Background: an optimization exercise with open tools, aiming at small area, a short achievable clock period and few clock cycles per item. Do not read the settings as production practice.
In this exercise RTL edits were held to simulation tests only and were not proved equivalent to the original.

## flow/design.v (module list and top-level ports; edited modules follow where they fit)
// module CPU: 646 lines
// module ksadd: 26 lines
// module booth17e: 447 lines
// module booth17enc: 14 lines
// module bkadd67: 266 lines
// module bkadd34: 133 lines
// module bkadd33: 131 lines
module CPU(
				clk,
			  rst_n,
		   IO_stall,
         awid_m_inf,
       awaddr_m_inf,
       awsize_m_inf,
      awburst_m_inf,
        awlen_m_inf,
      awvalid_m_inf,
      awready_m_inf,
        wdata_m_inf,
        wlast_m_inf,
       wvalid_m_inf,
       wready_m_inf,
          bid_m_inf,
        bresp_m_inf,
       bvalid_m_inf,
       bready_m_inf,
         arid_m_inf,
       araddr_m_inf,
        arlen_m_inf,
       arsize_m_inf,
      arburst_m_inf,
      arvalid_m_inf,
      arready_m_inf, 
          rid_m_inf,
        rdata_m_inf,
        rresp_m_inf,
        rlast_m_inf,
       rvalid_m_inf,
       rready_m_inf 
);
  // ...
==> flow/flow/run.sh <==
#!/bin/bash
# Standard layout, with timing repair aiming for a larger setup margin.
set -euo pipefail
bash standard.sh SETUP_SLACK_MARGIN=6 finish > standard_flow.log 2>&1
==> flow/standard.sh <==
#!/bin/bash
# synth_recipe.tcl (not shown) runs the flow's synth.tcl, then flattens the netlist and writes it again
# the make line also repeats each setting of config.mk as NAME=value (left out here)
make -C /OpenROAD-flow-scripts/flow DESIGN_CONFIG=/design/flow/config.mk WORK_HOME=/design/flow/orfs CLKGATE_MAP_FILE= SYNTH_SCRIPT=/design/flow/synth_recipe.tcl "${@:-finish}"
==> flow/config.mk <==
export PLATFORM = sky130hd
export DESIGN_NAME = CPU
export DESIGN_NICKNAME = CPU
export VERILOG_FILES = /design/flow/design.v
export SDC_FILE = /design/flow/constraint.sdc
export NUM_CORES = 8
export LEC_CHECK = 0
export CAP_MARGIN = 20
export CORE_MARGIN = 2
export CORE_UTILIZATION = 55.0
export SETUP_SLACK_MARGIN = 5
export SLEW_MARGIN = 20
==> flow/constraint.sdc <==
create_clock -name core_clock -period 10.0 [get_ports {clk}]
set_input_delay 2.0000 -clock core_clock [delete_from_list [all_inputs] [get_ports {clk}]]
set_output_delay 2.0000 -clock core_clock [all_outputs]
set_load 0.01 [all_outputs]
==> results.json, run 1 <==
{
  "multi_input_area_share": 0.450,
  "path_buf_inv": 1,
  "grt_max_degree": 72,
  "grt_use_met2": 0.526,
  "design_area_sq_mm": 0.0708,
  "vias": 49775,
  "core_sq_mm": 0.111,
  "synth_simple_gate_area_share": 0.118,
  "cp_common_cell": "a21oi_2",
  "worstMarginPinSlew_ns": 1.09,
  "grt_overflow_total": 0,
  "min_path_cells": 0,
  "top_usage_layer": "met2",
  "worstSetupEndpointType": "flop",
  "grtUsageMet1": 0.524,
  "top_level_ports": 230,
  "drc_errors": 0,
  "synth_top_area_frac": 0.299,
  "ys_ff_latch": 1046,
  "initial_utilization": 0.553,
  "maxCapViolCount": 0,
  "top_layer_used": "met5",
  "root_buffer": "clkbuf_16",
  "status": "no timing/DRC/antenna violations",
  "worstSetupPathType": "reg -> reg",
  "grt_first_pass_wirelength_mm": 306,
  "wirelength_met1_mm": 88.8,
  "vias_per_cell": 6.50,
  "setup_viol": 0,
  "die_area_sq_mm": 0.114,
  "ys_seq_area_frac": 0.454,
  "met3_length_mm": 24.9,
  "hold-worst-slack_ns": 0.324,
  "crit_start": "ra_sel[2]",
  "fin_util": 0.641,
  "clk_latency_ns": 0.74,
  "taps": 1488,
  "synth_compound_area_frac": 0.183,
  "crit_fanout": 20,
  "arrival_ns": 4.50,
  "clockBufferDepth": 3,
  "fp.dieH_um": 337
}
Testbench counts, summed over its fixed seeds: cycles 38,604, instructions 12,000.
==> run 2: changes to the inputs <==
--- a/flow/config.mk
+++ b/flow/config.mk
@@ -11,2 +11,3 @@
 export SETUP_SLACK_MARGIN = 5
 export SLEW_MARGIN = 20
+export TNS_END_PERCENT = 10
==> run 2 against run 1 <==
Still clean on timing, DRC and antenna. Routed wire length shrank 2.1%. Non-clock buffer count shrank 95. Critical path depth shrank 3. Via count shrank 1.1%. Register-to-register slack lost 0.23 ns. Maximum frequency shrank 5.5%. Global-route usage shrank 0.29 points. Critical path type unchanged. Highest routed layer unchanged.
==> results.json, run 2 <==
{
  "status": "no timing/DRC/antenna violations",
  "netlist_area_sq_mm": 0.0612,
  "synth_simple_gate_area_share": 0.118,
  "fin_skew_ns": 0.0340,
  "synth_top_family_by_area": "compound AO/OA/AOI/OAI gates",
  "ys_ff_latch": 1046,
  "min_from": "a_sh[0]",
  "ys_seq_area_frac": 0.454,
  "cts-hold-fix-buffers": 0,
  "synthDistinctLibCells": 107,
  "nets": 6424,
  "vias_per_cell": 6.51,
  "port_buffers": 103,
  "top_level_ports": 230,
  "cts_buffers": 113,
  "arrival_ns": 4.67,
  "synth_area_leaders": "edfxtp_1, dfxtp_1, dfrtp_1, ha_1, fa_1",
  "wl_per_cell_um": 27.5,
  "drc_errors": 0,
  "die_area_sq_mm": 0.114,
  "root_buffer": "clkbuf_16",
  "final_cell_mix": "edfxtp_1, nand2_1, nor2_1, inv_1, a21oi_1",
  "drive_gt1_frac": 0.121,
  "worstMarginPinSlew_ns": 1.26,
  "synth_compound_area_frac": 0.183,
  "grt_overflow_total": 0,
  "htreeDepth": 3,
  "rsz0062_at_grt": "yes",
  "cts_tree": "yes",
  "synth_edf_count": 609,
  "clock_sinks": 1046,
  "rows": 122,
  "drtAntennaViolNets": 0,
  "crit_start": "bd_neg[1]",
  "min_path_type": "reg -> reg",
  "grt_max_degree": 85,
  "yosysMostFrequentCell": "edfxtp_1",
  "first_pass_iters": 9,
  "antenna_found_initial": 3,
  "async_reset_ff_frac": 0.135,
  "routed_wl_mm": 208,
  "fp.dieH_um": 337,
  "synth_top_area_frac": 0.299,
  "timing.final.crit_share": 0.425,
  "yosys-mux-area-fraction": 0.0286,
  "regMostFlops": "rfv",
  "avgSynthCellArea_sq_um": 10.3,
  "synthAdderAreaFrac": 0.0985,
  "initial_utilization": 0.553,
  "maxCapViolCount": 0,
  "ff2ff_path_depth": 14,
  "area_delta_synth_final_pct": 13.4,
  "syn_inst": 5927,
  "rr_endpoint": "rfv[224]",
  "report.final.slew_viol_count": 0,
  "setup_viol": 0,
  "synth_common_cells": "edfxtp_1, nand2_1, nor2_1, inv_1, clkbuf_1",
  "ys.flop_type": "edfxtp_1",
  "largest_reg_flops": 256,
  "dpl.hpwl_mm": 139,
  "core_sq_mm": 0.111,
  "crit_end": "rfv[224]",
  "yosys_warnings": 4,
  "r2r_slack_ns": 5.75,
  "worstSetupEndpointType": "flop",
  "layout.cells.most_common": "edfxtp_1",
  "grt_pass1_vias": 46224,
  "fin_crit_ns": 4.25,
  "critPathLaunchType": "flop",
  "drt_iter0_markers": 6576,
  "grt_first_pass_wirelength_mm": 303,
  "clk_pin_slew_ns": 0.06,
  "reg_top3": "rfv (256), acc (67), mp (66)",
  "synth_largest_area_cell": "edfxtp_1",
  "clk_latency_ns": 0.73,
  "gp_congestion": 0.999,
  "tns_ns": 0,
  "die_w_um": 337,
  "crit_required_ns": 10.42,
  "crit_fanout": 20,
  "vias": 49221,
  "grt_usage": 0.359,
  "max_freq_ghz": 0.235,
  "max-slew-margin-rel": 0.156,
  "finalHoldViolations": 0,
  "worstSetupPathType": "reg -> reg",
  "clockBufferDepth": 3,
  "synth-xor-area-share": 0.0576,
  "reg2reg_from": "bd_neg[1]"
}
==> run 2: layer usage <==
layer | routed length [um] | GRT usage
met4 | 8170 | 0.133
met1 | 87800 | 0.522
met3 | 23300 | 0.0847
met2 | 88400 | 0.521
met5 | 83 | 0
==> run 2: how the worst min path moves through the flow <==
stage	cells past startpoint	end	slack, ns
after global routing	0	p_first	0.33
after detailed placement	0	s_sh[0]	0.31
after global placement	0	s_sh[0]	0.31
after CTS	0	s_sh[0]	0.33
after floorplan	0	p_buf	0.31
final	0	s_sh[0]	0.33
==> run 2: what timing repair did <==
| action | in CTS | in global routing |
|---|---|---|
| pin swaps | 21 | 40 |
| endpoints found under the setup margin | 751 | 770 |
| cloned | 2 | 2 |
| setup buffers | 35 | 37 |
| resized for setup | 197 | 90 |
==> run 2: critical path: stages (launching register included) <==
cell      delay (ns)
dfxtp_1         0.34
buf_8           0.23
xor2_1          0.18
ha_1            0.31
and3_1          0.20
a221oi_2        0.31
o21ai_0         0.19
o41ai_2         0.41
o311ai_0        0.19
a21oi_1         0.22
xnor2_1         0.12
maj3_1          0.45
a21oi_4         0.30
a221oi_1        0.14
a21o_2          0.35
==> run 2: final cells by class <==
cell class | count | area (sq um)
diodes | 2 | 5.00
well taps | 1488 | 1860
flip-flops and latches | 1046 | 27800
multi-input cells | 4130 | 31400
fillers | 9240 | 41200
clock inverters | 69 | 752
clock buffers | 146 | 3170
inverters | 383 | 1460
repair buffers | 296 | 2950
==> run 2: stage by stage <==
| step | hold WS (ns) | worst slack, ns | utilization | std cells | cell area, sq um |
|---|---|---|---|---|---|
| after floorplan | 0.310 | 5.69 | - | 6031 | 61600 |
| after global placement | 0.311 | 4.33 | 0.573 | 7265 | 63400 |
| after detailed placement | 0.312 | 4.31 | 0.574 | 7265 | 63400 |
| after CTS | 0.327 | 5.57 | 0.619 | 7517 | 68500 |
| after global routing | 0.333 | 5.56 | 0.627 | 7558 | 69300 |
| final | 0.328 | 5.75 | 0.627 | 7560 | 69300 |
==> run 2: kinds of logic after synthesis <==
| group | count (synthesis) |
|---|---|
| other cells | 2 |
| fa+ha+maj | 397 |
| mux | 127 |
| buf+inv | 855 |
| xor+xnor | 402 |
| simple gates | 1461 |
| flops | 1046 |
| compound gates | 1637 |
==> run 3: changes to the inputs <==
--- a/flow/config.mk
+++ b/flow/config.mk
@@ -9,5 +9,5 @@
 export CORE_MARGIN = 2
 export CORE_UTILIZATION = 55.0
+export PLACE_DENSITY = 0.5
 export SETUP_SLACK_MARGIN = 5
 export SLEW_MARGIN = 20
-export TNS_END_PERCENT = 10
==> run 3 against run 2 <==
Still clean. Register-to-register slack better by 0.23 ns. Critical path depth up 3. Maximum frequency up 5.8%. Worst setup slack better by 0.23 ns. Critical path type unchanged. Critical endpoint is now dm_addr[10]. Largest cell class unchanged. Highest routed layer unchanged.
==> results.json, run 3 <==
{
  "status": "no timing/DRC/antenna violations",
  "met3_length_mm": 24.9,
  "min_path_cells": 0,
  "grt_overflow_total": 0,
  "hold-worst-slack_ns": 0.324,
  "top_layer_used": "met5",
  "timing.final.crit_share": 0.402,
  "routed_wl_mm": 212,
  "async_reset_ff_frac": 0.135,
  "vias_per_cell": 6.50,
  "crit_required_ns": 10.49,
  "synth_top_area_frac": 0.299,
  "regMostFlops": "rfv",
  "avgSynthCellArea_sq_um": 10.3,
  "arrival_ns": 4.50,
  "core_sq_mm": 0.111,
  "slowest_stage": "edfxtp_1",
  "port_buffers": 103,
  "gp_congestion": 0.956,
  "syn_inst": 5927,
  "grt_max_degree": 72,
  "min_path_type": "reg -> reg",
  "critPathLaunchType": "flop",
  "tns_ns": 0,
  "yosysMostFrequentCell": "edfxtp_1",
  "fin_skew_ns": 0.0318,
  "rsz0062_at_grt": "yes",
  "synth_common_cells": "edfxtp_1, nand2_1, nor2_1, inv_1, clkbuf_1",
  "drt_iter0_markers": 6609,
  "htreeDepth": 3,
  "grt_pass1_vias": 46883,
  "initial_utilization": 0.553,
  "cts_tree": "yes",
  "reg_top3": "rfv (256), acc (67), mp (66)",
  "critPathTopFamily": "compound AO/OA/AOI/OAI gates",
  "crit_path_cell_trace": "buf_4, a22o_1, a221oi_1, and3_1, a31oi_4, ha_2, fa_2, a21o_1, a21oi_2, o21bai_1, a21oi_2, o21bai_1, a21oi_2, o21bai_1, a21oi_2, xnor2_2, mux2_2",
  "synth_edf_count": 609,
  "drive_gt1_frac": 0.148,
  "fp.dieH_um": 337,
  "max-slew-margin-rel": 0.263,
  "netlist_area_sq_mm": 0.0612,
  "synthDistinctLibCells": 107,
  "finalHoldViolations": 0,
  "grt_usage": 0.362,
  "ff2ff_path_depth": 17,
  "top_level_ports": 230,
  "yosys_warnings": 4,
  "ys.flop_type": "edfxtp_1",
  "clk_latency_ns": 0.74,
  "wirelength_met1_mm": 88.8,
  "drtAntennaViolNets": 0,
  "hold_end": "p_first",
  "report.final.slew_viol_count": 0,
  "clockBufferDepth": 3,
  "rows": 122,
  "fin_crit_ns": 4.02,
  "r2r_slack_ns": 5.98,
  "cts_buffers": 112,
  "dr_wl_met2_mm": 89.4,
  "layout.cells.most_common": "edfxtp_1",
  "final_cell_mix": "edfxtp_1, nand2_1, nor2_1, inv_1, a21oi_1",
  "die_w_um": 337,
  "min_from": "s_first",
  "setup_viol": 0,
  "ys_ff_latch": 1046,
  "clock_sinks": 1046,
  "synth_largest_area_cell": "edfxtp_1",
  "worstSetupPathType": "reg -> reg",
  "reg2reg_from": "ra_sel[2]",
  "synth_area_leaders": "edfxtp_1, dfxtp_1, dfrtp_1, ha_1, fa_1",
  "clk_pin_slew_ns": 0.06,
  "root_buffer": "clkbuf_16",
  "vias": 49775,
  "worstSetupEndpointType": "flop",
  "largest_reg_flops": 256,
  "dpl.hpwl_mm": 140,
  "worstMarginPinSlew_ns": 1.09,
  "slowest_delay_ns": 0.36,
  "rr_endpoint": "dm_addr[10]",
  "wl_per_cell_um": 27.7,
  "grt_first_pass_wirelength_mm": 306,
  "nets": 6520,
  "die_area_sq_mm": 0.114,
  "max_freq_ghz": 0.249,
  "first_pass_iters": 8,
  "path_buf_inv": 1,
  "ys_seq_area_frac": 0.454,
  "antenna_found_initial": 8,
  "cp_common_cell": "a21oi_2",
  "area_delta_synth_final_pct": 15.8,
  "crit_fanout": 20,
  "drc_errors": 0,
  "maxCapViolCount": 0
}
[run 3: cell counts after synthesis]
Identical to the previous run, type by type.
[run 3: metal layers]
metal,GRT usage,up-vias
li1,-,21818
met1,0.524,24326
met2,0.526,3059
met3,0.0882,566
met4,0.134,6
met5,0,-
[run 3: how the worst max path moves through the flow]
stage / slack [ns] / cells after the start / endpoint / start
after global placement: 4.36 / 16 / rc_full / p_kind[0]
after floorplan: 5.69 / 15 / f_rem[6] / rvalid_m_inf[1]
after global routing: 5.89 / 19 / dm_addr[10] / ra_sel[8]
after CTS: 5.83 / 14 / rfv[112] / bd_neg[0]
after detailed placement: 4.34 / 16 / rc_full / p_kind[0]
final: 5.98 / 17 / dm_addr[10] / ra_sel[2]
[run 3: cell families (layout without fill, tap and decap cells)]
group / after synthesis / after routing / synth area share
AOI/OAI and AO/OA: 1637 / 1638 / 0.183
xor gates and xnor gates: 402 / 402 / 0.0576
adders and majority gates: 397 / 397 / 0.0985
buffers and inverters: 855 / 987 / 0.0602
DFF: 1046 / 1046 / 0.454
muxes: 127 / 127 / 0.0286
other: 2 / 107 / 0.000123
and+or+nand+nor: 1461 / 1462 / 0.118
[run 3: layout make-up]
| type | count | area [sq um] |
|---|---|---|
| diodes | 1 | 2.50 |
| clock buffers | 150 | 3140 |
| clock inverters | 63 | 769 |
| fillers | 8871 | 39700 |
| inverters | 383 | 1470 |
| multi-input cells | 4132 | 31900 |
| flip-flops and latches | 1046 | 27800 |
| well taps | 1488 | 1860 |
| repair buffers | 391 | 3860 |
[run 3: timing repair]
action | CTS | global route
gates resized for setup | 243 | 192
pin swaps | 46 | 89
setup endpoints to repair | 798 | 408
buffers inserted | 85 | 78
hold buffers | 0 | 0
gates cloned | 4 | 6
[run 3: metrics by stage]
stage,instance area [sq um],utilization,std cells,setup WS [ns]
floorplan,61700,-,6031,5.69
global placement,63400,0.574,7265,4.36
detailed placement,63400,0.574,7265,4.34
CTS,69200,0.626,7567,5.83
global route,70800,0.641,7653,5.89
finish,70800,0.641,7654,5.98
==> run 4: changes to the inputs <==
--- a/flow/config.mk
+++ b/flow/config.mk
@@ -9,5 +9,5 @@
 export CORE_MARGIN = 2
 export CORE_UTILIZATION = 55.0
-export PLACE_DENSITY = 0.5
+export PLACE_DENSITY = 0.8
 export SETUP_SLACK_MARGIN = 5
 export SLEW_MARGIN = 20
==> run 4 against run 3 <==
Still clean. Critical path depth decreased by 4. Non-clock buffer count decreased by 3. Die area unchanged. Synthesized cell count unchanged. Utilization decreased by 0.20 points. First-iteration DRC count increased by 27%. Register-to-register slack got worse by 0.36 ns. Global-route usage decreased by 1.1 points. Routed wire length decreased by 0.47%. Critical endpoint is now rd_d[10].
==> results.json, run 4 <==
{
  "crit_required_ns": 10.37,
  "syn_inst": 5927,
  "worstSetupEndpointType": "flop",
  "final_cells": 7654,
  "max-slew-margin-rel": 0.162,
  "drt_iter0_markers": 8373,
  "area_delta_synth_final_pct": 15.5,
  "drtAntennaViolNets": 0,
  "rows": 122,
  "wl_per_cell_um": 27.6,
  "synth_edf_count": 609,
  "clk_pin_slew_ns": 0.06,
  "synthDistinctLibCells": 107,
  "setup_viol": 0,
  "antenna_found_initial": 17,
  "nets": 6514,
  "report.final.slew_viol_count": 0,
  "synth_top_area_frac": 0.299,
  "drive_gt1_frac": 0.150,
  "gp_congestion": 1.00,
  "design_area_sq_mm": 0.0706,
  "arrival_ns": 4.74,
  "fin_util": 0.639,
  "die_area_sq_mm": 0.114,
  "port_buffers": 103,
  "die_w_um": 337,
  "tns_ns": 0,
  "maxCapViolCount": 0,
  "vias_per_cell": 6.79,
  "htreeDepth": 3,
  "grt_usage": 0.351,
  "dpl.hpwl_mm": 133,
  "top_level_ports": 230,
  "vias": 51985,
  "grt_first_pass_wirelength_mm": 302,
  "netlist_area_sq_mm": 0.0612,
  "largest_reg_flops": 256,
  "timing.final.crit_share": 0.438,
  "async_reset_ff_frac": 0.135,
  "fin_skew_ns": 0.0721,
  "fin_crit_ns": 4.38,
  "grt_max_degree": 75,
  "synth_simple_gate_area_share": 0.118,
  "first_pass_iters": 22,
  "clockBufferDepth": 3,
  "root_buffer": "clkbuf_16",
  "rsz0062_at_grt": "yes",
  "synth_compound_area_frac": 0.183,
  "routed_wl_mm": 211,
  "crit_fanout": 24,
  "ys.flop_type": "edfxtp_1",
  "cts_tree": "yes",
  "synthAdderAreaFrac": 0.0985,
  "synth_area_leaders": "edfxtp_1, dfxtp_1, dfrtp_1, ha_1, fa_1",
  "initial_utilization": 0.553,
  "grt_pass1_vias": 49202,
  "worstMarginPinSlew_ns": 1.26,
  "ys_ff_latch": 1046,
  "final_cell_mix": "edfxtp_1, nand2_1, inv_1, nor2_1, a21oi_1",
  "core_sq_mm": 0.111,
  "cts-hold-fix-buffers": 0,
  "yosysMostFrequentCell": "edfxtp_1",
  "place_area_sq_mm": 0.0632,
  "synth-xor-area-share": 0.0576,
  "regMostFlops": "rfv",
  "reg_top3": "rfv (256), acc (67), mp (66)",
  "synth_top_family_by_area": "compound AO/OA/AOI/OAI gates",
  "status": "no timing/DRC/antenna violations",
  "clock_sinks": 1046,
  "finalHoldViolations": 0,
  "layout.cells.most_common": "edfxtp_1",
  "clk_latency_ns": 0.76,
  "critPathLaunchType": "flop",
  "ys_seq_area_frac": 0.454,
  "max_freq_ghz": 0.229,
  "min_path_type": "reg -> reg",
  "drc_errors": 0,
  "grt_overflow_total": 0,
  "worstSetupPathType": "reg -> reg",
  "dp_cells": 7251,
  "yosys-mux-area-fraction": 0.0286,
  "synth_largest_area_cell": "edfxtp_1",
  "cts_buffers": 108,
  "fp.dieH_um": 337,
  "yosys_warnings": 4,
  "avgSynthCellArea_sq_um": 10.3,
  "synth_common_cells": "edfxtp_1, nand2_1, nor2_1, inv_1, clkbuf_1"
}
[run 4: worst max-delay path, stage by stage, from the launching register on]
cell       delay [ns]
edfxtp_1         0.41
buf_6            0.26
a22o_1           0.24
a221oi_1         0.22
nand3_1          0.15
nor2_2           0.13
buf_4            0.34
a31oi_1          0.17
xnor2_1          0.32
nand2_1          0.22
nor4_1           0.24
o2111ai_1        0.52
nor3_4           0.33
buf_4            0.39
[run 4: timing repair]
action | 4_1_cts | 5_1_grt
endpoints found under the setup margin | 895 | 496
pin swaps | 45 | 94
gates cloned | 5 | 12
buffers inserted | 64 | 105
gates resized for setup | 245 | 246
hold endpoints to repair | 0 | 0
[run 4: kinds of logic (layout without fill, tap and decap cells)]
kind of cell / count (synthesis) / in the layout
AO/OA/AOI/OAI: 1637 / 1640
XOR/XNOR: 402 / 402
adder cells (fa/ha/maj): 397 / 397
buffers and inverters: 855 / 977
flip-flops: 1046 / 1046
multiplexers: 127 / 127
other: 2 / 116
AND/OR/NAND/NOR: 1461 / 1461
[run 4: path summary, 6_finish.rpt]
check | start | endpoint | slack, ns | cells after the start
min | a_buf | s_buf | 0.27 | 0
max | rb_sel[7] | rd_d[10] | 5.62 | 13
max in group asynchronous | rst_n | dt_slot[2] | 7.10 | 2
min reg2reg | a_buf | s_buf | 0.27 | 0
max reg2reg | rb_sel[7] | rd_d[10] | 5.62 | 13
min in group asynchronous | rst_n | rv[8] | 1.32 | 1
[run 4: area by class of cell]
type	instances	area (sq um)
clock inverters	55	599
flip-flops and latches	1046	27900
clock buffers	151	2930
well taps	1488	1860
repair buffers	388	3850
fillers	8147	39900
multi-input cells	4133	32000
inverters	383	1460
diodes	10	25.0
[run 4: metrics by stage]
step	worst slack (ns)	hold WS, ns
after global routing	5.82	0.288
final	5.62	0.270
after detailed placement	4.28	0.312
after CTS	5.94	0.270
after floorplan	5.69	0.310
after global placement	4.38	0.310
[run 4: metal layers]
| layer | vias up | global-route usage | part of all wire |
|---|---|---|---|
| li1 | 21819 | - | - |
| met2 | 4178 | 0.533 | 0.43 |
| met5 | - | 0.00936 | 0.0034 |
| met3 | 1084 | 0.119 | 0.15 |
| met1 | 24874 | 0.452 | 0.35 |
| met4 | 30 | 0.166 | 0.064 |
==> run 5: changes to the inputs <==
--- a/flow/config.mk
+++ b/flow/config.mk
@@ -9,5 +9,5 @@
 export CORE_MARGIN = 2
 export CORE_UTILIZATION = 55.0
-export PLACE_DENSITY = 0.8
+export PLACE_DENSITY = 0.75
 export SETUP_SLACK_MARGIN = 5
 export SLEW_MARGIN = 20
==> run 5 against run 4 <==
Critical path depth increased by 3. Synthesized area unchanged. Non-clock buffer count decreased by 27. Largest cell class unchanged.
==> results.json, run 5 <==
{
  "final_cell_mix": "edfxtp_1, nand2_1, inv_1, nor2_1, a21oi_1",
  "min_path_cells": 0,
  "report.final.slew_viol_count": 0,
  "core_sq_mm": 0.111,
  "vias_per_cell": 6.67,
  "avgSynthCellArea_sq_um": 10.3,
  "drt_iter0_markers": 7668,
  "arrival_ns": 4.62,
  "ys_ff_latch": 1046,
  "drtAntennaViolNets": 0,
  "synth_area_leaders": "edfxtp_1, dfxtp_1, dfrtp_1, ha_1, fa_1",
  "syn_inst": 5927,
  "finalHoldViolations": 0,
  "root_buffer": "clkbuf_16",
  "crit_start": "bd_neg[1]",
  "synth_largest_area_cell": "edfxtp_1",
  "synth_top_area_frac": 0.299,
  "port_buffers": 103,
  "worstSetupEndpointType": "flop",
  "min_path_type": "reg -> reg",
  "vias": 50804,
  "rr_endpoint": "bd_two[7]",
  "max-slew-margin-rel": 0.237,
  "fin_crit_ns": 4.04,
  "gp_congestion": 0.986,
  "min_from": "s_buf",
  "wl_per_cell_um": 27.0,
  "ys.flop_type": "edfxtp_1",
  "fin_util": 0.637,
  "grt_overflow_total": 0,
  "met3_length_mm": 28.5,
  "synth_common_cells": "edfxtp_1, nand2_1, nor2_1, inv_1, clkbuf_1",
  "routed_wl_mm": 206,
  "rsz0062_at_grt": "yes",
  "largest_reg_flops": 256,
  "fp.dieH_um": 337,
  "worstSetupPathType": "reg -> reg",
  "reg2reg_from": "bd_neg[1]",
  "die_w_um": 337,
  "tns_ns": 0,
  "critPathLaunchType": "flop",
  "die_area_sq_mm": 0.114,
  "fillers": 8401,
  "worstMarginPinSlew_ns": 1.14,
  "drc_errors": 0,
  "cts_buffers": 107,
  "synth_edf_count": 609,
  "setup_viol": 0,
  "grt_pass1_vias": 47997,
  "grt_usage": 0.349,
  "htreeDepth": 3,
  "yosys_warnings": 4,
  "crit_required_ns": 10.58,
  "top_level_ports": 230,
  "top_layer_used": "met5",
  "clockBufferDepth": 3,
  "max_freq_ghz": 0.247,
  "antenna_found_initial": 4,
  "reg_top3": "rfv (256), acc (67), mp (66)",
  "maxCapViolCount": 0,
  "nets": 6486,
  "regMostFlops": "rfv",
  "status": "no timing/DRC/antenna violations",
  "drive_gt1_frac": 0.147,
  "crit_fanout": 4,
  "clk_pin_slew_ns": 0.06,
  "grt_max_degree": 90,
  "async_reset_ff_frac": 0.135,
  "dr_wl_met2_mm": 88.3,
  "netlist_area_sq_mm": 0.0612,
  "rows": 122,
  "initial_utilization": 0.553,
  "clk_latency_ns": 0.75,
  "fin_skew_ns": 0.0549,
  "synthDistinctLibCells": 107,
  "cts_tree": "yes",
  "cts-hold-fix-buffers": 0,
  "hold_end": "p_buf",
  "clock_sinks": 1046,
  "layout.cells.most_common": "edfxtp_1",
  "timing.final.crit_share": 0.404,
  "r2r_slack_ns": 5.96,
  "grt_first_pass_wirelength_mm": 299,
  "ys_seq_area_frac": 0.454,
  "ff2ff_path_depth": 16,
  "first_pass_iters": 9,
  "wirelength_met1_mm": 77.4,
  "yosysMostFrequentCell": "edfxtp_1",
  "dpl.hpwl_mm": 134,
  "area_delta_synth_final_pct": 15.1
}
## run 5: cell count changes in the layout (fill, tap and decap cells not counted), sizes merged
cell,before,now
clkinvlp,8,15
diode,10,1
buf,272,253
nor2,390,391
o2111ai,6,5
dlygate4sd2,1,0
inv,386,387
bufbuf,3,2
bufinv,6,12
clkbuf,162,147
clkinv,38,31
## run 5: worst max-delay path: stages, from the launching register on
cell      delay (ns)
dfxtp_4         0.38
buf_12          0.13
xor2_1          0.14
ha_1            0.34
and3_1          0.21
a221oi_2        0.33
o21ai_2         0.11
o41ai_2         0.29
buf_4           0.19
o311ai_0        0.12
a21oi_1         0.28
xnor2_2         0.14
xnor2_2         0.30
nor2_2          0.09
or3_1           0.34
o31a_1          0.12
a311oi_2        0.39
## run 5: how the worst max path moves through the flow
stage,depth (start not counted),end,slack [ns]
6_report,16,bd_two[7],5.96
5_1_grt,20,dm_addr[10],5.86
4_1_cts,13,rc_full,5.79
3_5_place_dp,11,ra_sel[12],4.29
3_3_place_gp,15,rc_z,4.43
2_1_floorplan,15,f_rem[6],5.69
## run 5: what timing repair did
action,in CTS,in global routing
gates resized for setup,223,239
endpoints found under the setup margin,873,407
pin swaps,37,89
cloned,4,5
buffers inserted,58,78
## run 5: per-layer routing
layer,global-route usage,vias up
li1,-,21769
met1,0.470,24537
met2,0.516,3728
met3,0.110,759
met4,0.161,11
met5,0.00979,-
## run 5: cells by family (layout without fill, tap and decap cells)
kind of cell | Yosys count | count (layout) | share of synthesized area
compound gates | 1637 | 1639 | 0.183
simple gates | 1461 | 1462 | 0.118
flops | 1046 | 1046 | 0.454
buf+inv | 855 | 948 | 0.0602
xor+xnor | 402 | 402 | 0.0576
fa+ha+maj | 397 | 397 | 0.0985
mux | 127 | 127 | 0.0286
other cells | 2 | 107 | 0.000123
## run 5: area by class of cell
cell class | instances | area [sq um] | share of cell area
Multi-Input combinational cell | 4133 | 32000 | 0.455
Sequential cell | 1046 | 27800 | 0.396
Timing Repair Buffer | 361 | 3460 | 0.0492
Clock buffer | 142 | 2940 | 0.0418
Tap cell | 1488 | 1860 | 0.0264
Inverter | 383 | 1460 | 0.0207
Clock inverter | 62 | 807 | 0.0115
Antenna cell | 1 | 2.50 | 0.0000355
## run 5: stage by stage
| step | instances | hold slack (ns) | instance area [sq um] | worst slack [ns] |
|---|---|---|---|---|
| after floorplan | 6031 | 0.310 | 61700 | 5.69 |
| after global placement | 7262 | 0.311 | 63300 | 4.43 |
| after detailed placement | 7265 | 0.312 | 63400 | 4.29 |
| after CTS | 7531 | 0.300 | 68600 | 5.79 |
| after global routing | 7615 | 0.324 | 70400 | 5.86 |
| final | 7616 | 0.302 | 70400 | 5.96 |
==> run 6: changes to the inputs <==
--- a/flow/config.mk
+++ b/flow/config.mk
@@ -9,5 +9,5 @@
 export CORE_MARGIN = 2
 export CORE_UTILIZATION = 55.0
-export PLACE_DENSITY = 0.75
+export PLACE_DENSITY = 0.7
 export SETUP_SLACK_MARGIN = 5
 export SLEW_MARGIN = 20
==> run 6 against run 5 <==
Still clean. Critical path depth fell by 1. Utilization fell by 0.27 points. Synthesized area did not move. Synthesized cell count did not move. Routed wire length barely moved. Critical path type unchanged. Highest routed layer unchanged.
==> results.json, run 6 <==
{
  "wl_per_cell_um": 26.9,
  "min_path_type": "reg -> reg",
  "fin_skew_ns": 0.0557,
  "maxCapViolCount": 0,
  "netlist_area_sq_mm": 0.0612,
  "rows": 122,
  "drc_errors": 0,
  "nets": 6498,
  "largest_reg_flops": 256,
  "gp_congestion": 0.985,
  "arrival_ns": 4.59,
  "fin_crit_ns": 4.03,
  "cts_buffers": 110,
  "grt_first_pass_wirelength_mm": 300,
  "area_delta_synth_final_pct": 14.6,
  "reg_top3": "rfv (256), acc (67), mp (66)",
  "first_pass_iters": 8,
  "max_freq_ghz": 0.248,
  "syn_inst": 5927,
  "clk_pin_slew_ns": 0.06,
  "synthDistinctLibCells": 107,
  "status": "no timing/DRC/antenna violations",
  "setup_viol": 0,
  "synth_edf_count": 609,
  "cts_tree": "yes",
  "min_path_cells": 0,
  "htreeDepth": 3,
  "root_buffer": "clkbuf_16",
  "port_buffers": 103,
  "routed_wl_mm": 206,
  "crit_fanout": 28,
  "ys_ff_latch": 1046,
  "clock_sinks": 1046,
  "rsz0062_at_grt": "yes",
  "crit_required_ns": 10.55,
  "dpl.hpwl_mm": 135,
  "drt_iter0_markers": 6693,
  "clk_latency_ns": 0.74,
  "synth_common_cells": "edfxtp_1, nand2_1, nor2_1, inv_1, clkbuf_1",
  "tns_ns": 0,
  "finalHoldViolations": 0,
  "ys.flop_type": "edfxtp_1",
  "hold_end": "s_first",
  "top_level_ports": 230,
  "worstSetupEndpointType": "flop",
  "yosys_warnings": 4,
  "ys_seq_area_frac": 0.454,
  "synth_largest_area_cell": "edfxtp_1",
  "grt_overflow_total": 0,
  "fp.dieH_um": 337,
  "final_cell_mix": "edfxtp_1, nand2_1, nor2_1, inv_1, a21oi_1",
  "clockBufferDepth": 3,
  "layout.cells.most_common": "edfxtp_1",
  "drive_gt1_frac": 0.141,
  "regMostFlops": "rfv",
  "vias": 50273,
  "antenna_found_initial": 8,
  "vias_per_cell": 6.59,
  "initial_utilization": 0.553,
  "report.final.slew_viol_count": 0,
  "avgSynthCellArea_sq_um": 10.3,
  "yosysMostFrequentCell": "edfxtp_1",
  "synth_top_area_frac": 0.299,
  "rr_endpoint": "ra_sel[14]",
  "core_sq_mm": 0.111,
  "die_area_sq_mm": 0.114,
  "max-slew-margin-rel": 0.222,
  "grt_max_degree": 91,
  "die_w_um": 337,
  "grt_usage": 0.352,
  "async_reset_ff_frac": 0.135,
  "critPathLaunchType": "flop",
  "worstSetupPathType": "reg -> reg",
  "timing.final.crit_share": 0.403,
  "grt_pass1_vias": 47472,
  "drtAntennaViolNets": 0,
  "synth_area_leaders": "edfxtp_1, dfxtp_1, dfrtp_1, ha_1, fa_1",
  "reg2reg_from": "rb_sel[5]",
  "ff2ff_path_depth": 15,
  "worstMarginPinSlew_ns": 1.16,
  "r2r_slack_ns": 5.97,
  "min_from": "a_first"
}
run 6: cell types whose count changed in the layout (fill, tap and decap cells not counted), sizes merged, moves of 3 or more:
cell	change
buf	+9
clkinv	+10
bufinv	-5
clkbuf	+6
clkinvlp	-4
diode	+3
run 6: routing by layer:
metal  vias to the layer above  track usage  share of wire
met4                         8        0.151          0.047
met5                         -            0        0.00023
met3                       691        0.104           0.14
li1                      21809            -              -
met2                      3536        0.515           0.43
met1                     24229        0.488           0.39
run 6: stage by stage:
stage	utilization	cell area, sq um	worst slack [ns]	instances	hold slack [ns]
after detailed placement	0.574	63400	4.32	7269	0.314
final	0.634	70100	5.97	7633	0.321
after CTS	0.621	68600	5.99	7560	0.322
after floorplan	-	61700	5.69	6031	0.310
after global routing	0.634	70100	5.82	7629	0.332
after global placement	0.574	63400	4.41	7269	0.312
run 6: worst max-delay path by stage:
stage                    start  cells past startpoint  slack (ns)          end
6_report             rb_sel[5]                     15        5.97   ra_sel[14]
5_1_grt              ra_sel[0]                     19        5.82  dm_addr[10]
4_1_cts                  mp[0]                     17        5.99      acc[66]
3_5_place_dp        ra_sel[15]                     16        4.32      rc_full
3_3_place_gp   rvalid_m_inf[1]                     11        4.41    ra_sel[9]
2_1_floorplan  rvalid_m_inf[1]                     15        5.69     f_rem[6]
run 6: layout make-up:
type                            count  area, sq um
Fill cell                        8714        40400
Multi-Input combinational cell   4132        31800
Sequential cell                  1046        27800
Timing Repair Buffer              371         3530
Clock buffer                      148         3040
Tap cell                         1488         1860
Inverter                          383         1460
Clock inverter                     61          623
Antenna cell                        4         10.0
run 6: cells by family (layout without fill, tap and decap cells):
group	count (synthesis)	after routing	synth area share
AO/OA/AOI/OAI	1637	1637	0.183
XOR/XNOR	402	402	0.0576
adder cells (fa/ha/maj)	397	397	0.0985
buffers and inverters	855	963	0.0602
flip-flops	1046	1046	0.454
multiplexers	127	127	0.0286
other	2	110	0.000123
AND/OR/NAND/NOR	1461	1463	0.118
run 6: worst max-delay path: stages, from the launching register on:
cell and delay, ns:
edfxtp_1 0.41, buf_12 0.20, a22o_1 0.24, a221oi_1 0.26
and3_1 0.30, a31oi_4 0.11, buf_12 0.19, o31ai_4 0.27
a21oi_2 0.13, nand4bb_4 0.13, buf_12 0.14, mux2_4 0.34
nand3_2 0.12, a31oi_4 0.11, or4_4 0.61, nor4_4 0.24
run 6: what timing repair did:
item / in CTS / in global routing
endpoints found under the setup margin: 826 / 580
cloned: 5 / 2
buffers inserted: 77 / 63
pin swaps: 45 / 73
hold buffers: 0 / 0
resized for setup: 198 / 202
==> run 7: changes to the inputs <==
==> flow/flow/run.sh (replaced) <==
#!/bin/bash
# Standard layout, with timing repair aiming for a larger setup margin.
set -euo pipefail
bash standard.sh SETUP_SLACK_MARGIN=5.75 finish > standard_flow.log 2>&1
--- a/flow/config.mk
+++ b/flow/config.mk
@@ -9,5 +9,4 @@
 export CORE_MARGIN = 2
 export CORE_UTILIZATION = 55.0
-export PLACE_DENSITY = 0.7
 export SETUP_SLACK_MARGIN = 5
 export SLEW_MARGIN = 20
==> run 7 against run 6 <==
Routed wire length increased by 1.4%. Worst setup slack got worse by 0.17 ns. Largest cell class unchanged. Sequential share of layout area increased by 0.63 points. Final area decreased by 1.6%. Synthesized cell count unchanged. Synthesized area unchanged. First-iteration DRC count decreased by 4.6%. Utilization decreased by 1.0 points. Maximum frequency decreased by 4.0%.
==> results.json, run 7 <==
{
  "dp_cells": 7264,
  "yosys_warnings": 4,
  "drt_iter0_markers": 6383,
  "avgSynthCellArea_sq_um": 10.3,
  "layout.cells.most_common": "edfxtp_1",
  "wl_per_cell_um": 27.6,
  "hold_end": "p_buf",
  "clockBufferDepth": 3,
  "max-slew-margin-rel": 0.235,
  "synth_compound_area_frac": 0.183,
  "ff2ff_path_depth": 19,
  "reg_top3": "rfv (256), acc (67), mp (66)",
  "report.final.slew_viol_count": 0,
  "fp.dieH_um": 337,
  "status": "no timing/DRC/antenna violations",
  "netlist_area_sq_mm": 0.0612,
  "crit_required_ns": 10.40,
  "min_from": "s_buf",
  "synth_edf_count": 609,
  "clock_sinks": 1046,
  "clk_pin_slew_ns": 0.06,
  "async_reset_ff_frac": 0.135,
  "crit_fanout": 12,
  "fin_skew_ns": 0.0606,
  "synth_simple_gate_area_share": 0.118,
  "yosysMostFrequentCell": "edfxtp_1",
  "worstMarginPinSlew_ns": 1.14,
  "timing.final.crit_share": 0.420,
  "max_freq_ghz": 0.238,
  "ys_seq_area_frac": 0.454,
  "cts_tree": "yes",
  "first_pass_iters": 8,
  "grt_overflow_total": 0,
  "crit_path_cell_trace": "clkdlybuf4s50_1, nand2_1, nor4_4, nand2_1, o22ai_1, a221oi_1, nor2_4, buf_4",
  "maxCapViolCount": 0,
  "dpl.hpwl_mm": 140,
  "final_cell_mix": "edfxtp_1, nand2_1, nor2_1, inv_1, a21oi_1",
  "gp_congestion": 1.00,
  "fin_crit_ns": 4.20,
  "antenna_found_initial": 7,
  "synth_largest_area_cell": "edfxtp_1",
  "rr_endpoint": "dm_addr[10]",
  "cp_common_cell": "nand2_1",
  "critPathLaunchType": "input pin",
  "grt_usage": 0.361,
  "largest_reg_flops": 256,
  "clk_latency_ns": 0.75,
  "yosys-mux-area-fraction": 0.0286,
  "synthAdderAreaFrac": 0.0985,
  "root_buffer": "clkbuf_16",
  "area_delta_synth_final_pct": 12.8,
  "core_sq_mm": 0.111,
  "tns_ns": 0,
  "drtAntennaViolNets": 0,
  "arrival_ns": 4.60,
  "syn_inst": 5927,
  "routed_wl_mm": 208,
  "nets": 6424,
  "synthDistinctLibCells": 107,
  "synth_top_area_frac": 0.299,
  "htreeDepth": 3,
  "min_path_cells": 0,
  "reg2reg_from": "ra_sel[0]",
  "r2r_slack_ns": 5.83,
  "port_buffers": 103,
  "setup_viol": 0,
  "die_w_um": 337,
  "vias_per_cell": 6.50,
  "die_area_sq_mm": 0.114,
  "drive_gt1_frac": 0.116,
  "grt_max_degree": 83,
  "worstSetupEndpointType": "flop",
  "grt_pass1_vias": 46330,
  "rsz0062_at_grt": "yes",
  "cts-hold-fix-buffers": 0,
  "slowest_stage": "nor4_4",
  "worstSetupPathType": "in -> reg",
  "vias": 49167,
  "drc_errors": 0,
  "fillers": 9159,
  "regMostFlops": "rfv",
  "initial_utilization": 0.553,
  "min_path_type": "reg -> reg",
  "top_level_ports": 230,
  "cts_buffers": 109,
  "place_ws_ns": 3.90,
  "slowest_delay_ns": 0.50,
  "ys.flop_type": "edfxtp_1",
  "final_cells": 7560,
  "rows": 122,
  "grt_first_pass_wirelength_mm": 305,
  "setup_slack_ns": 5.80,
  "ys_ff_latch": 1046,
  "finalHoldViolations": 0,
  "synth_top_family_by_area": "compound AO/OA/AOI/OAI gates",
  "synth_common_cells": "edfxtp_1, nand2_1, nor2_1, inv_1, clkbuf_1",
  "synth_area_leaders": "edfxtp_1, dfxtp_1, dfrtp_1, ha_1, fa_1",
  "synth-xor-area-share": 0.0576
}
run 7: worst max-delay path, delay by kind of cell:
kind / cells / cell delay, ns
and+or+nand+nor: 4 / 1.42
buffers and inverters: 2 / 0.81
AOI/OAI and AO/OA: 2 / 0.34
run 7: worst max path at each step:
stage,startpoint,to,slack (ns)
after floorplan,rvalid_m_inf[1],f_rem[6],5.64
after global placement,rvalid_m_inf[1],ra_sel[11],4.05
after detailed placement,rvalid_m_inf[1],ra_sel[9],3.90
after CTS,bd_neg[0],rfv[64],5.70
after global routing,ra_sel[8],dm_addr[10],5.56
final,rvalid_m_inf[0],rfv[195],5.80
run 7: layout make-up:
cell class,instances,area (sq um),share of cell area
timing repair buffer,299,2930,0.0425
antenna,5,12.5,0.000181
clock buffer,150,3010,0.0437
sequential,1046,27800,0.403
multi-input combinational,4131,31300,0.454
inverter,383,1450,0.0211
clock inverter,58,611,0.00885
tap,1488,1860,0.0270
run 7: cells by family after synthesis:
| logic type | count (synthesis) |
|---|---|
| AND/OR/NAND/NOR | 1461 |
| other | 2 |
| flip-flops | 1046 |
| adder cells (fa/ha/maj) | 397 |
| multiplexers | 127 |
| AO/OA/AOI/OAI | 1637 |
| XOR/XNOR | 402 |
| buffers and inverters | 855 |
run 7: routing by layer:
metal	up-vias	track usage	routed length (um)
met4	2	0.140	8790
met5	-	0	8
met1	24099	0.519	87000
li1	21637	-	-
met2	2924	0.524	88100
met3	505	0.0895	24500
run 7: what timing repair did:
| item | in CTS | in global routing |
|---|---|---|
| endpoints found under the setup margin | 662 | 275 |
| gates cloned | 0 | 3 |
| gates resized for setup | 129 | 143 |
| pin swaps | 28 | 34 |
| setup buffers | 49 | 29 |
run 7: through the flow:
stage / util / cell area (sq um) / hold slack [ns]
after CTS: 0.616 / 68000 / 0.327
after detailed placement: 0.573 / 63300 / 0.315
final: 0.624 / 69000 / 0.326
after floorplan: - / 61600 / 0.310
after global routing: 0.624 / 68900 / 0.331
after global placement: 0.573 / 63300 / 0.310
==> run 8: changes to the inputs <==
==> flow/flow/run.sh (replaced) <==
#!/bin/bash
# Standard layout, with timing repair aiming for a larger setup margin.
set -euo pipefail
bash standard.sh SETUP_SLACK_MARGIN=5.5 finish > standard_flow.log 2>&1
==> run 8 against run 7 <==
Utilization down 0.69 points. Global-route usage down 0.46 points. Still clean. Clock skew down 0.019 ns. Critical path depth up 7. Highest routed layer unchanged. Clock-buffer cell count down 11. Largest cell class unchanged. Synthesized area unchanged. Sequential share of layout area up 0.42 points. Synthesized cell count unchanged.
==> results.json, run 8 <==
{
  "synth_largest_area_cell": "edfxtp_1",
  "initial_utilization": 0.553,
  "worstSetupEndpointType": "flop",
  "status": "no timing/DRC/antenna violations",
  "dp_cells": 7266,
  "syn_inst": 5927,
  "crit_required_ns": 10.64,
  "fin_crit_ns": 4.53,
  "async_reset_ff_frac": 0.135,
  "finalHoldViolations": 0,
  "ff2ff_path_depth": 15,
  "layout.cells.most_common": "edfxtp_1",
  "port_buffers": 103,
  "grtUsageMet1": 0.522,
  "multi_input_area_sq_mm": 0.0309,
  "area_delta_synth_final_pct": 11.5,
  "fin_skew_ns": 0.0419,
  "routed_wl_mm": 206,
  "synth_common_cells": "edfxtp_1, nand2_1, nor2_1, inv_1, clkbuf_1",
  "die_w_um": 337,
  "yosys_warnings": 4,
  "fillers": 9235,
  "drive_gt1_frac": 0.104,
  "drc_errors": 0,
  "grtUsageMet3": 0.0796,
  "synth_top_area_frac": 0.299,
  "ys_ff_latch": 1046,
  "min_path_type": "reg -> reg",
  "vias": 48731,
  "setup_viol": 0,
  "yosysMostFrequentCell": "edfxtp_1",
  "synth_top_family_by_area": "compound AO/OA/AOI/OAI gates",
  "vias_per_cell": 6.47,
  "regMostFlops": "rfv",
  "regArea_sq_mm": 0.0278,
  "avgSynthCellArea_sq_um": 10.3,
  "netlist_area_sq_mm": 0.0612,
  "max_freq_ghz": 0.221,
  "slowest_stage": "buf_4",
  "crit_fanout": 28,
  "reg2reg_from": "rb_sel[8]",
  "cts_tree": "yes",
  "max-slew-margin-rel": 0.191,
  "synth_area_leaders": "edfxtp_1, dfxtp_1, dfrtp_1, ha_1, fa_1",
  "top_usage_layer": "met1",
  "clock_sinks": 1046,
  "cts_buffers": 111,
  "grt_pass1_vias": 46072,
  "yosys-mux-area-fraction": 0.0286,
  "root_buffer": "clkbuf_16",
  "synthAdderAreaFrac": 0.0985,
  "ys_seq_area_frac": 0.454,
  "wl_per_cell_um": 27.3,
  "synth_edf_count": 609,
  "arrival_ns": 5.17,
  "grt_usage": 0.356,
  "slowest_delay_ns": 0.52,
  "nets": 6395,
  "drt_iter0_markers": 6328,
  "first_pass_iters": 6,
  "min_path_cells": 0,
  "drtAntennaViolNets": 0,
  "grt_max_degree": 76,
  "antenna_found_initial": 8,
  "rsz0062_at_grt": "yes",
  "top_level_ports": 230,
  "reg_top3": "rfv (256), acc (67), mp (66)",
  "cts-hold-fix-buffers": 0,
  "min_from": "a_sh[0]",
  "crit_start": "rb_sel[8]",
  "timing.final.crit_share": 0.453,
  "critPathLaunchType": "flop",
  "final_cells": 7528,
  "synth-xor-area-share": 0.0576,
  "worstMarginPinSlew_ns": 1.20,
  "maxCapViolCount": 0,
  "htreeDepth": 3,
  "clk_latency_ns": 0.74,
  "dpl.hpwl_mm": 139,
  "rows": 122,
  "tns_ns": 0,
  "clk_pin_slew_ns": 0.06,
  "report.final.slew_viol_count": 0,
  "core_sq_mm": 0.111,
  "largest_reg_flops": 256,
  "synthDistinctLibCells": 107,
  "synth_simple_gate_area_share": 0.118,
  "worstSetupPathType": "reg -> reg",
  "gp_congestion": 0.964,
  "ys.flop_type": "edfxtp_1",
  "synth_compound_area_frac": 0.183,
  "grt_first_pass_wirelength_mm": 301,
  "clockBufferDepth": 3,
  "grt_overflow_total": 0,
  "die_area_sq_mm": 0.114,
  "crit_path_cell_trace": "buf_4, a221oi_1, a31oi_4, buf_4, o31ai_2, a21oi_1, nor3b_2, a21oi_2, ha_1, inv_1, ha_1, inv_1, fa_1, xnor2_2, and4_1",
  "final_cell_mix": "edfxtp_1, nand2_1, nor2_1, inv_1, a21oi_1",
  "grt_use_met2": 0.519,
  "fp.dieH_um": 337
}
==> run 8: final timing paths <==
check | slack (ns) | endpoint
hold / removal | 0.33 | s_sh[0]
min in group asynchronous | 1.31 | f_addr[9]
hold reg to reg | 0.33 | s_sh[0]
setup reg to reg | 5.47 | rc_full
max in group asynchronous | 7.20 | dt_ph[1]
setup / recovery | 5.47 | rc_full
==> run 8: critical path: cells and delay by family (launching register included) <==
kind	cells	cell delay, ns
AO/OA/AOI/OAI	5	1.12
buffers and inverters	4	1.03
adder cells (fa/ha/maj)	3	0.91
AND/OR/NAND/NOR	2	0.67
flip-flops	1	0.48
XOR/XNOR	1	0.25
==> run 8: cell families (layout without fill, tap and decap cells) <==
logic type / after synthesis / in the layout
compound gates: 1637 / 1637
xor+xnor: 402 / 402
fa+ha+maj: 397 / 397
buf+inv: 855 / 860
flops: 1046 / 1046
mux: 127 / 127
other cells: 2 / 109
simple gates: 1461 / 1462
==> run 8: layer usage <==
metal / part of all wire / vias to the layer above
li1: - / 21587
met1: 0.43 / 23811
met2: 0.42 / 2819
met3: 0.11 / 512
met4: 0.041 / 2
met5: 0.000053 / -
==> run 8: stage by stage <==
| stage | instance area, sq um | setup slack (ns) | util | hold WS (ns) |
|---|---|---|---|---|
| global placement | 63300 | 4.02 | 0.573 | 0.311 |
| global route | 68200 | 5.37 | 0.617 | 0.333 |
| floorplan | 61600 | 5.41 | - | 0.310 |
| detailed placement | 63300 | 3.96 | 0.573 | 0.312 |
| finish | 68200 | 5.47 | 0.617 | 0.328 |
| CTS | 67700 | 5.46 | 0.612 | 0.327 |
==> run 8: layout make-up <==
cell class | count | area share
well taps | 1488 | 0.0273
clock inverters | 70 | 0.00897
clock buffers | 139 | 0.0455
repair buffers | 268 | 0.0365
multi-input cells | 4131 | 0.453
flip-flops and latches | 1046 | 0.407
inverters | 383 | 0.0212
diodes | 3 | 0.000110
==> run 8: timing repair <==
action                     CTS  global route
gates resized for setup     71            73
cloned                       1             0
pin swaps                   14            10
setup buffers               29            18
setup endpoints to repair  412           197
==> run 9: changes to the inputs <==
==> flow/flow/run.sh (replaced) <==
#!/bin/bash
# Standard layout, with timing repair aiming for a larger setup margin.
set -euo pipefail
bash standard.sh SETUP_SLACK_MARGIN=6 finish > standard_flow.log 2>&1
--- a/flow/config.mk
+++ b/flow/config.mk
@@ -9,4 +9,7 @@
 export CORE_MARGIN = 2
 export CORE_UTILIZATION = 55.0
+export CTS_CLUSTER_DIAMETER = 120
+export CTS_CLUSTER_SIZE = 30
+export PLACE_DENSITY = 0.7
 export SETUP_SLACK_MARGIN = 5
 export SLEW_MARGIN = 20
==> run 9 against run 8 <==
Non-clock buffer count grew 124. Final cell count about the same. Utilization is 0.14 points lower. Flip-flop and latch count stayed put. Clock skew increased by 0.0086 ns. Critical path type unchanged.
==> results.json, run 9 <==
{
  "regMostFlops": "rfv",
  "max_freq_ghz": 0.247,
  "fillers": 9026,
  "synth_edf_count": 609,
  "synth_largest_area_cell": "edfxtp_1",
  "grt_max_degree": 91,
  "ys_seq_area_frac": 0.454,
  "worstMarginPinSlew_ns": 1.19,
  "core_sq_mm": 0.111,
  "slowest_delay_ns": 0.64,
  "clock_sinks": 1046,
  "synth_common_cells": "edfxtp_1, nand2_1, nor2_1, inv_1, clkbuf_1",
  "routed_wl_mm": 204,
  "slowest_stage": "or4_4",
  "die_area_sq_mm": 0.114,
  "htreeDepth": 2,
  "clk_pin_slew_ns": 0.12,
  "drc_errors": 0,
  "yosysMostFrequentCell": "edfxtp_1",
  "root_buffer": "clkbuf_16",
  "reg_top3": "rfv (256), acc (67), mp (66)",
  "final_cell_mix": "edfxtp_1, nand2_1, nor2_1, inv_1, a21oi_1",
  "dpl.hpwl_mm": 135,
  "area_delta_synth_final_pct": 11.3,
  "rsz0062_at_grt": "yes",
  "fin_crit_ns": 4.06,
  "layout.cells.most_common": "edfxtp_1",
  "netlist_area_sq_mm": 0.0612,
  "worstSetupEndpointType": "flop",
  "wl_per_cell_um": 27.1,
  "gp_congestion": 0.985,
  "dp_cells": 7269,
  "vias_per_cell": 6.60,
  "timing.final.crit_share": 0.406,
  "crit_path_cell_trace": "buf_8, buf_4, nor4b_4, o22ai_1, nor2_1, nand4_2, nor4_4, buf_6, o21ai_4, nand4bb_4, buf_12, mux2_4, nand3_2, a31oi_4, or4_4, nor3b_2",
  "grt_overflow_total": 0,
  "maxCapViolCount": 0,
  "crit_fanout": 8,
  "max-slew-margin-rel": 0.200,
  "critPathLaunchType": "flop",
  "nets": 6453,
  "syn_inst": 5927,
  "setup_viol": 0,
  "crit_required_ns": 10.52,
  "clockBufferDepth": 3,
  "drt_iter0_markers": 6650,
  "port_buffers": 103,
  "worstSetupPathType": "reg -> reg",
  "cts-hold-fix-buffers": 0,
  "top_level_ports": 230,
  "final_cells": 7522,
  "critPathTopFamily": "simple AND/OR/NAND/NOR gates",
  "finalHoldViolations": 0,
  "grt_pass1_vias": 46434,
  "rows": 122,
  "ys.flop_type": "edfxtp_1",
  "synth_area_leaders": "edfxtp_1, dfxtp_1, dfrtp_1, ha_1, fa_1",
  "cts_buffers": 43,
  "report.final.slew_viol_count": 0,
  "vias": 49663,
  "grt_first_pass_wirelength_mm": 296,
  "drtAntennaViolNets": 0,
  "status": "no timing/DRC/antenna violations",
  "grt_usage": 0.348,
  "synthDistinctLibCells": 107,
  "fp.dieH_um": 337,
  "clk_latency_ns": 0.70,
  "die_w_um": 337,
  "largest_reg_flops": 256,
  "arrival_ns": 4.58,
  "cts_tree": "yes",
  "ys_ff_latch": 1046,
  "avgSynthCellArea_sq_um": 10.3,
  "hold-worst-slack_ns": 0.339,
  "path_buf_inv": 4,
  "async_reset_ff_frac": 0.135,
  "antenna_found_initial": 6,
  "min_path_type": "reg -> reg",
  "place_area_sq_mm": 0.0634,
  "tns_ns": 0,
  "initial_utilization": 0.553,
  "diodes": 0,
  "design_area_sq_mm": 0.0680,
  "fin_skew_ns": 0.0505,
  "first_pass_iters": 8,
  "drive_gt1_frac": 0.128,
  "yosys_warnings": 4,
  "synth_top_area_frac": 0.299
}
## run 9: cell counts after synthesis
No cell type changed its count.
## run 9: cell families after synthesis
kind of cell | after synthesis | share of synthesized area
and+or+nand+nor | 1461 | 0.118
AOI/OAI and AO/OA | 1637 | 0.183
xor gates and xnor gates | 402 | 0.0576
other | 2 | 0.000123
DFF | 1046 | 0.454
muxes | 127 | 0.0286
buffers and inverters | 855 | 0.0602
adders and majority gates | 397 | 0.0985
## run 9: metrics by stage
step | worst slack [ns] | util
finish | 5.94 | 0.616
global route | 5.87 | 0.616
CTS | 5.95 | 0.600
detailed placement | 4.32 | 0.574
global placement | 4.41 | 0.574
floorplan | 5.69 | -
## run 9: worst reg2reg max path, cell delays in order, from the launching register on
cell	delay (ns)
dfxtp_4	0.38
buf_8	0.14
buf_4	0.14
nor4b_4	0.44
o22ai_1	0.15
nor2_1	0.17
nand4_2	0.19
nor4_4	0.30
buf_6	0.19
o21ai_4	0.08
nand4bb_4	0.14
buf_12	0.13
mux2_4	0.34
nand3_2	0.12
a31oi_4	0.14
or4_4	0.64
nor3b_2	0.20
## run 9: area by class of cell
class	instances	area [sq um]	area share
multi-input cells	4133	31800	0.467
flip-flops and latches	1046	27800	0.409
repair buffers	392	3730	0.0548
well taps	1488	1860	0.0274
inverters	383	1470	0.0216
clock buffers	72	1260	0.0186
clock inverters	8	128	0.00188
## run 9: routing by layer
metal | vias up | global-route usage | routed length (um)
li1 | 21629 | - | -
met4 | 6 | 0.133 | 9220
met1 | 24122 | 0.491 | 81000
met5 | - | 0 | 58
met2 | 3315 | 0.515 | 87000
met3 | 591 | 0.0893 | 26500
## run 9: repair_timing
| action | CTS | global route |
|---|---|---|
| resized for setup | 195 | 208 |
| gates cloned | 4 | 4 |
| pin swaps | 42 | 87 |
| endpoints found under the setup margin | 823 | 605 |
| setup buffers | 68 | 93 |
## run 9: path summary, 6_finish.rpt
kind                                from          to  slack (ns)  depth (start not counted)
worst min-delay path             a_first     s_first        0.34                          0
min in group asynchronous          rst_n     ipc[10]        1.43                          1
worst max-delay path            p_tag[1]  ra_sel[10]        5.94                         16
max in group asynchronous          rst_n  dt_slot[0]        7.19                          2
worst max register to register  p_tag[1]  ra_sel[10]        5.94                         16
worst min register to register   a_first     s_first        0.34                          0
==> run 10: changes to the inputs <==
--- a/flow/config.mk
+++ b/flow/config.mk
@@ -10,5 +10,5 @@
 export CORE_UTILIZATION = 55.0
 export CTS_CLUSTER_DIAMETER = 120
-export CTS_CLUSTER_SIZE = 30
+export CTS_CLUSTER_SIZE = 20
 export PLACE_DENSITY = 0.7
 export SETUP_SLACK_MARGIN = 5
==> run 10 against run 9 <==
Synthesized area is the same. Final area hardly changed. Sequential share of layout area is essentially flat. Worst hold slack lost 0.012 ns. Critical path type unchanged. Critical endpoint is now rdr_tgt[8]. Largest cell class unchanged.
==> results.json, run 10 <==
{
  "max_freq_ghz": 0.247,
  "dpl.hpwl_mm": 135,
  "area_delta_synth_final_pct": 11.2,
  "yosys_warnings": 4,
  "r2r_slack_ns": 5.95,
  "top_usage_layer": "met2",
  "worstMarginPinSlew_ns": 1.28,
  "grt_max_degree": 91,
  "ys_seq_area_frac": 0.454,
  "regArea_sq_mm": 0.0278,
  "grt_first_pass_wirelength_mm": 297,
  "synth_top_area_frac": 0.299,
  "clock_sinks": 1046,
  "place_area_sq_mm": 0.0634,
  "wl_per_cell_um": 26.9,
  "finalHoldViolations": 0,
  "fin_crit_ns": 4.05,
  "synth_common_cells": "edfxtp_1, nand2_1, nor2_1, inv_1, clkbuf_1",
  "rows": 122,
  "core_sq_mm": 0.111,
  "regMostFlops": "rfv",
  "setup_viol": 0,
  "rr_endpoint": "rdr_tgt[8]",
  "largest_reg_flops": 256,
  "fin_skew_ns": 0.0458,
  "hold-worst-slack_ns": 0.327,
  "timing.final.crit_share": 0.405,
  "report.final.slew_viol_count": 0,
  "cts_tree": "yes",
  "rsz0062_at_grt": "yes",
  "grt_pass1_vias": 46567,
  "initial_utilization": 0.553,
  "nets": 6423,
  "antenna_found_initial": 3,
  "critPathLaunchType": "flop",
  "first_pass_iters": 9,
  "ys_ff_latch": 1046,
  "clk_pin_slew_ns": 0.09,
  "grtUsageMet3": 0.0941,
  "worstSetupPathType": "reg -> reg",
  "reg_top3": "rfv (256), acc (67), mp (66)",
  "cts_buffers": 59,
  "min_path_type": "reg -> reg",
  "root_buffer": "clkbuf_16",
  "drtAntennaViolNets": 0,
  "synthDistinctLibCells": 107,
  "maxCapViolCount": 0,
  "fillers": 8986,
  "syn_inst": 5927,
  "vias_per_cell": 6.60,
  "multi_input_area_sq_mm": 0.0318,
  "grtUsageMet1": 0.489,
  "synth_edf_count": 609,
  "max-slew-margin-rel": 0.141,
  "drive_gt1_frac": 0.122,
  "clockBufferDepth": 3,
  "die_area_sq_mm": 0.114,
  "tns_ns": 0,
  "htreeDepth": 2,
  "final_cells": 7510,
  "final_cell_mix": "edfxtp_1, nand2_1, nor2_1, inv_1, a21oi_1",
  "vias": 49590,
  "crit_required_ns": 10.38,
  "yosysMostFrequentCell": "edfxtp_1",
  "crit_start": "ra_sel[6]",
  "dp_cells": 7269,
  "grt_use_met2": 0.515,
  "layout.cells.most_common": "edfxtp_1",
  "clk_latency_ns": 0.74,
  "drc_errors": 0,
  "design_area_sq_mm": 0.0680,
  "die_w_um": 337,
  "status": "no timing/DRC/antenna violations",
  "ff2ff_path_depth": 14,
  "grt_usage": 0.348,
  "synth_largest_area_cell": "edfxtp_1",
  "gp_congestion": 0.985,
  "port_buffers": 103,
  "fp.dieH_um": 337,
  "min_path_cells": 0,
  "synth_area_leaders": "edfxtp_1, dfxtp_1, dfrtp_1, ha_1, fa_1",
  "netlist_area_sq_mm": 0.0612,
  "crit_end": "rdr_tgt[8]",
  "top_level_ports": 230,
  "drt_iter0_markers": 6544,
  "crit_fanout": 24,
  "ys.flop_type": "edfxtp_1",
  "grt_overflow_total": 0,
  "reg2reg_from": "ra_sel[6]",
  "arrival_ns": 4.44,
  "worstSetupEndpointType": "flop",
  "avgSynthCellArea_sq_um": 10.3,
  "async_reset_ff_frac": 0.135,
  "routed_wl_mm": 202
}
==> run 10: worst min path at each step <==
| stage | startpoint | endpoint | slack [ns] |
|---|---|---|---|
| 2_1_floorplan | s_buf | p_buf | 0.31 |
| 3_3_place_gp | a_buf | s_buf | 0.31 |
| 3_5_place_dp | a_first | s_first | 0.31 |
| 4_1_cts | a_sh[1] | s_sh[1] | 0.33 |
| 5_1_grt | a_first | s_first | 0.34 |
| 6_report | a_sh[1] | s_sh[1] | 0.33 |
==> run 10: cell families after synthesis <==
group | count (synthesis) | share of synthesized area
compound gates | 1637 | 0.183
xor+xnor | 402 | 0.0576
fa+ha+maj | 397 | 0.0985
buf+inv | 855 | 0.0602
flops | 1046 | 0.454
mux | 127 | 0.0286
other cells | 2 | 0.000123
simple gates | 1461 | 0.118
==> run 10: what timing repair did <==
| action | 4_1_cts | 5_1_grt |
|---|---|---|
| buffers inserted | 63 | 54 |
| resized for setup | 198 | 196 |
| gates cloned | 5 | 1 |
| setup endpoints to repair | 833 | 618 |
| hold buffers | 0 | 0 |
| pin swaps | 42 | 71 |
==> run 10: critical path, cell delays in order, from the launching register on <==
cell and delay (ns):
edfxtp_1 0.34, buf_4 0.40, a22oi_1 0.17, nand4_1 0.13
nor2_1 0.06, buf_6 0.13, buf_4 0.15, buf_4 0.21
a31oi_2 0.55, xnor2_2 0.21, nand2_1 0.17, nor4_1 0.25
o2111ai_2 0.32, nor3_4 0.26, buf_6 0.29
==> run 10: routing by layer <==
layer / part of all wire / vias up
met5: 0.000064 / -
met2: 0.43 / 3279
met1: 0.40 / 24092
li1: - / 21588
met4: 0.047 / 2
met3: 0.13 / 629
==> run 10: layout make-up <==
class / count / area share
Timing Repair Buffer: 346 / 0.0483
Multi-Input combinational cell: 4133 / 0.468
Inverter: 383 / 0.0214
Sequential cell: 1046 / 0.409
Clock inverter: 7 / 0.00215
Antenna cell: 4 / 0.000147
Clock buffer: 103 / 0.0241
Tap cell: 1488 / 0.0274
==> run 10: stage by stage <==
stage,worst slack [ns],util
after floorplan,5.69,-
after global placement,4.41,0.574
after detailed placement,4.32,0.574
after CTS,5.99,0.603
after global routing,5.84,0.615
final,5.95,0.616

==> static timing again, ports no longer ideal <==
The flow's constraints put no driver on any port. The routed layouts listed below were extracted and timed again, unchanged, in two steps.
Step 1, drivers: a clkbuf_16 drives clk and a buf_2 each remaining input, both assumed.
Step 2 times the ports against the registers' clock, not the clock port: input delays grow and output delays shrink by t, the midpoint of the rising clock arrivals with the driver on.
Slacks: ideal ports / drivers / drivers and shift; pairs: ideal ports / drivers.
run	shift t [ns]	slack for setup (ns)	worst setup path at the end	clock arrival spread, ns	slew at the worst register clock pin (ns)
run 1	0.786	5.984 / 5.984 / 5.303	input to register	0.035 / 0.035	0.07 / 0.07
run 2	0.800	5.749 / 5.749 / 5.332	input to register	0.038 / 0.038	0.07 / 0.07
run 3	0.786	5.984 / 5.984 / 5.303	input to register	0.035 / 0.035	0.07 / 0.07
run 4	0.794	5.624 / 5.624 / 5.238	input to register	0.072 / 0.072	0.08 / 0.08
run 5	0.791	5.958 / 5.958 / 5.371	input to register	0.056 / 0.056	0.07 / 0.07
run 6	0.787	5.967 / 5.967 / 5.350	input to register	0.058 / 0.058	0.07 / 0.07
run 7	0.786	5.798 / 5.826 / 5.057	input to register	0.062 / 0.061	0.07 / 0.07
run 8	0.790	5.468 / 5.468 / 4.784	input to register	0.045 / 0.045	0.07 / 0.07
run 9	0.756	5.944 / 5.944 / 5.376	input to register	0.051 / 0.051	0.12 / 0.12
run 10	0.780	5.946 / 5.946 / 5.347	input to register	0.056 / 0.057	0.09 / 0.09
After both steps every run listed still meets setup and hold. The setup slack of run 7, which loses most, moves by +0.028 ns with the drivers and by -0.741 ns with both steps.
